From an optimization exercise on the open Yosys and OpenROAD flow, aimed at small area; shortcuts taken in it are not production practice.
Only simulation tests tie the RTL to the original design; equivalence was not proved.

== T ==
==> flow/design.v (excerpt) <==
module snake_top
(
	input clk,
	input rst_n,
	input key0,
	input ps2_clk,
	input ps2_dat,
	output vga_hsync,
	output vga_vsync,
	output vga_blank_n,
	output vga_sync_n,
	output [23:0] vga_rgb,
	output [3:0] ledg,
	output [3:0] ledr,
	output [11:0] score1,
	output [11:0] score2,
	output [1:0] game_status,
	output green_win,
	output red_win,
	output [5:0] head1_x,
	output [5:0] head1_y,
	output [5:0] head2_x,
	output [5:0] head2_y,
	output [17:0] apples_x,
	output [14:0] apples_y,
	output [2:0] apples_on
);
	localparam [1:0] S_RESTART = 2'd0, S_START = 2'd1, S_PLAY = 2'd2, S_DIE = 2'd3;
	logic [3:0] dir1, dir2;      
	PS2_key u_ps2 (
		.i_clk(clk), .i_rst_n(rst_n), .i_key_clk(ps2_clk), .i_key_data(ps2_dat),
		.o_dir1(dir1), .o_dir2(dir2)
	);
	assign ledr = dir2;
	wire anykey = (|dir1) | (|dir2);
	logic [1:0] st;
	logic [12:0] flash;      
	localparam [12:0] FL_MASK = 13'h1013, FL_5000 = 13'h1773, FL_5001 = 13'h0ee7;
	logic gwin, rwin;
	logic hit1, hit2, cross1, cross2;
	always_ff @(posedge clk or negedge rst_n) begin
		if (!rst_n) begin
			st <= S_RESTART;
			flash <= 13'd0;
			gwin <= 1'b0;
			rwin <= 1'b0;
		end else begin
			case (st)
				S_RESTART: if (key0) st <= S_START;
				S_START: if (anykey) begin
					st <= S_PLAY;
					gwin <= 1'b0;
					rwin <= 1'b0;
				end
				S_PLAY: begin
					if (hit1) begin
						st <= S_DIE; rwin <= 1'b1; gwin <= 1'b0;
					end else if (hit2) begin
						st <= S_DIE; gwin <= 1'b1; rwin <= 1'b0;
					end else if (cross1) begin
						st <= S_DIE; rwin <= 1'b1; gwin <= 1'b0;
					end else if (cross2) begin
						st <= S_DIE; gwin <= 1'b1;
					end else begin
						gwin <= 1'b0; rwin <= 1'b0;
					end
				end
				default: begin
					if (flash != FL_5001) flash <= {flash[11:0], ~^(flash & FL_MASK)};
					else if (anykey) begin
						flash <= 13'd0;
						st <= S_RESTART;
					end
				end
			endcase
		end
	end
	assign game_status = st;
	assign green_win = gwin;
	assign red_win = rwin;
	wire restart = (st == S_RESTART);
	wire play = (st == S_PLAY);
	logic add1, add2;
	logic [8:0] sc1, sc2;
  ...
==> flow/config.mk <==
export PLATFORM = sky130hd
export DESIGN_NAME = snake_top
export DESIGN_NICKNAME = snake_top
export VERILOG_FILES = /design/flow/design.v
export SDC_FILE = /design/flow/constraint.sdc
export NUM_CORES = 8
export LEC_CHECK = 0
export CAP_MARGIN = 20
export CORE_MARGIN = 2
export CORE_UTILIZATION = 25
export CTS_BUF_LIST = sky130_fd_sc_hd__clkbuf_4
export SLEW_MARGIN = 20
export SYNTH_MEMORY_MAX_BITS = 65536
==> flow/constraint.sdc <==
create_clock -name core_clock -period 40.0 [get_ports {clk}]
set_input_delay 8.0000 -clock core_clock [delete_from_list [all_inputs] [get_ports {clk}]]
set_output_delay 8.0000 -clock core_clock [all_outputs]
set_load 0.01 [all_outputs]
standard.sh (not shown) runs the stock make flow with config.mk's settings and CLKGATE_MAP_FILE= SYNTH_SCRIPT=/design/flow/synth_recipe.tcl, a recipe that flattens the netlist after the stock synthesis.
==> flow/flow/run.sh <==
#!/bin/bash
# Layout flow: the standard flow (standard.sh) with these changes, none
# of which touches the registers, the constraints or the power grid:
#  - synthesis: ABC maps the logic with an area-oriented script (deep AIG optimisation, then &nf)
#    (flow/abc_map.script) instead of ORFS's default one, and no full/half
#    adder cells are extracted (ADDER_MAP_FILE empty);
#  - port buffers are the smallest buffer (buf_1) instead of a delay buffer;
#  - after global routing, gates on paths with slack are downsized
#    (RECOVER_POWER), which returns area.
# Each tool's output goes to flow.log and to ORFS's own logs under orfs/.
set -euo pipefail
HERE=$(pwd)
{
  echo 'proc abc {args} {'
  echo '  set i [lsearch -exact $args -script]'
  echo "  if {\$i >= 0} { set args [lreplace \$args [expr {\$i + 1}] [expr {\$i + 1}] $HERE/flow/abc_map.script] }"
  echo '  yosys abc {*}$args'
  echo '}'
  cat synth_recipe.tcl
} > my_synth.tcl
sed -e "s#SYNTH_SCRIPT=[^ ]*#SYNTH_SCRIPT=$HERE/my_synth.tcl ADDER_MAP_FILE= RECOVER_POWER=100 'BUFFER_PORTS_ARGS=-buffer_cell sky130_fd_sc_hd__buf_1'#" standard.sh > my_standard.sh
bash my_standard.sh > flow.log 2>&1
==> flow/flow/abc_map.script <==
strash
&get -n
&deepsyn -T 120
&dch -f
&nf -R 1000 -F 8 -C 32
&put
T: complete, dirty (max-capacitance violations, max-slew violations)
diff inputs: T => R
==> flow/flow/run.sh <==
#!/bin/bash
# Layout flow: the standard flow (standard.sh) with these changes, none
# of which touches the registers, the constraints or the power grid:
#  - synthesis: ABC maps the logic with an area-oriented script
#    (flow/abc_map.script) instead of ORFS's default one, and no full/half
#    adder cells are extracted (ADDER_MAP_FILE empty);
#  - port buffers are the smallest buffer (buf_1) instead of a delay buffer;


# Each tool's output goes to flow.log and to ORFS's own logs under orfs/.
set -euo pipefail
HERE=$(pwd)
{
  echo 'proc abc {args} {'
  echo '  set i [lsearch -exact $args -script]'
  echo "  if {\$i >= 0} { set args [lreplace \$args [expr {\$i + 1}] [expr {\$i + 1}] $HERE/flow/abc_map.script] }"
  echo '  yosys abc {*}$args'
  echo '}'
  cat synth_recipe.tcl
} > my_synth.tcl
sed -e "s#SYNTH_SCRIPT=[^ ]*#SYNTH_SCRIPT=$HERE/my_synth.tcl ADDER_MAP_FILE= 'BUFFER_PORTS_ARGS=-buffer_cell sky130_fd_sc_hd__buf_1'#" standard.sh > my_standard.sh
bash my_standard.sh > flow.log 2>&1
==> flow/flow/abc_map.script <==
strash
&get -n
&deepsyn -T 120
&put
dch
amap
### Flow results
- R was carried through to the last stage, and its layout satisfied the timing, DRC and antenna checks.
- Taking T as the reference, in R routed wire length shows an increase of 40%; number of cell rows went down by 2; synthesized cell count up 1198; combined global-route utilization of all metal layers saw an increase; die footprint went down by about 2%.
- Compared with T, in R data arrival at the endpoint of the critical path increased by 1.56 ns relative to the old numbers, clock-buffer cell count went down.

re-timing with driven ports:
The results above use ideal ports. As a check the final layouts listed here were re-extracted and re-timed, cells and wires unchanged.
Step 1, drivers: a clkbuf_16 drives clk and a buf_2 each remaining input, both assumed.
Step 2, shift: input delay + t, output delay - t, t = (earliest + latest rising clock arrival at the registers) / 2. This alone moves slack from input paths to output paths.
Three values: no drivers, after step 1, after step 2; two values: the first two.
| run | t, ns | setup slack, ns | worst setup path after step 2 | worst register clock-pin slew, ns |
|---|---|---|---|---|
| T | 1.185 | 20.846 / 20.765 / 21.347 | input, reset recovery | 0.08 / 0.08 |
| R | 1.325 | 19.286 / 19.191 / 20.516 | register to output | 0.10 / 0.10 |
Setup slack includes reset recovery checks.
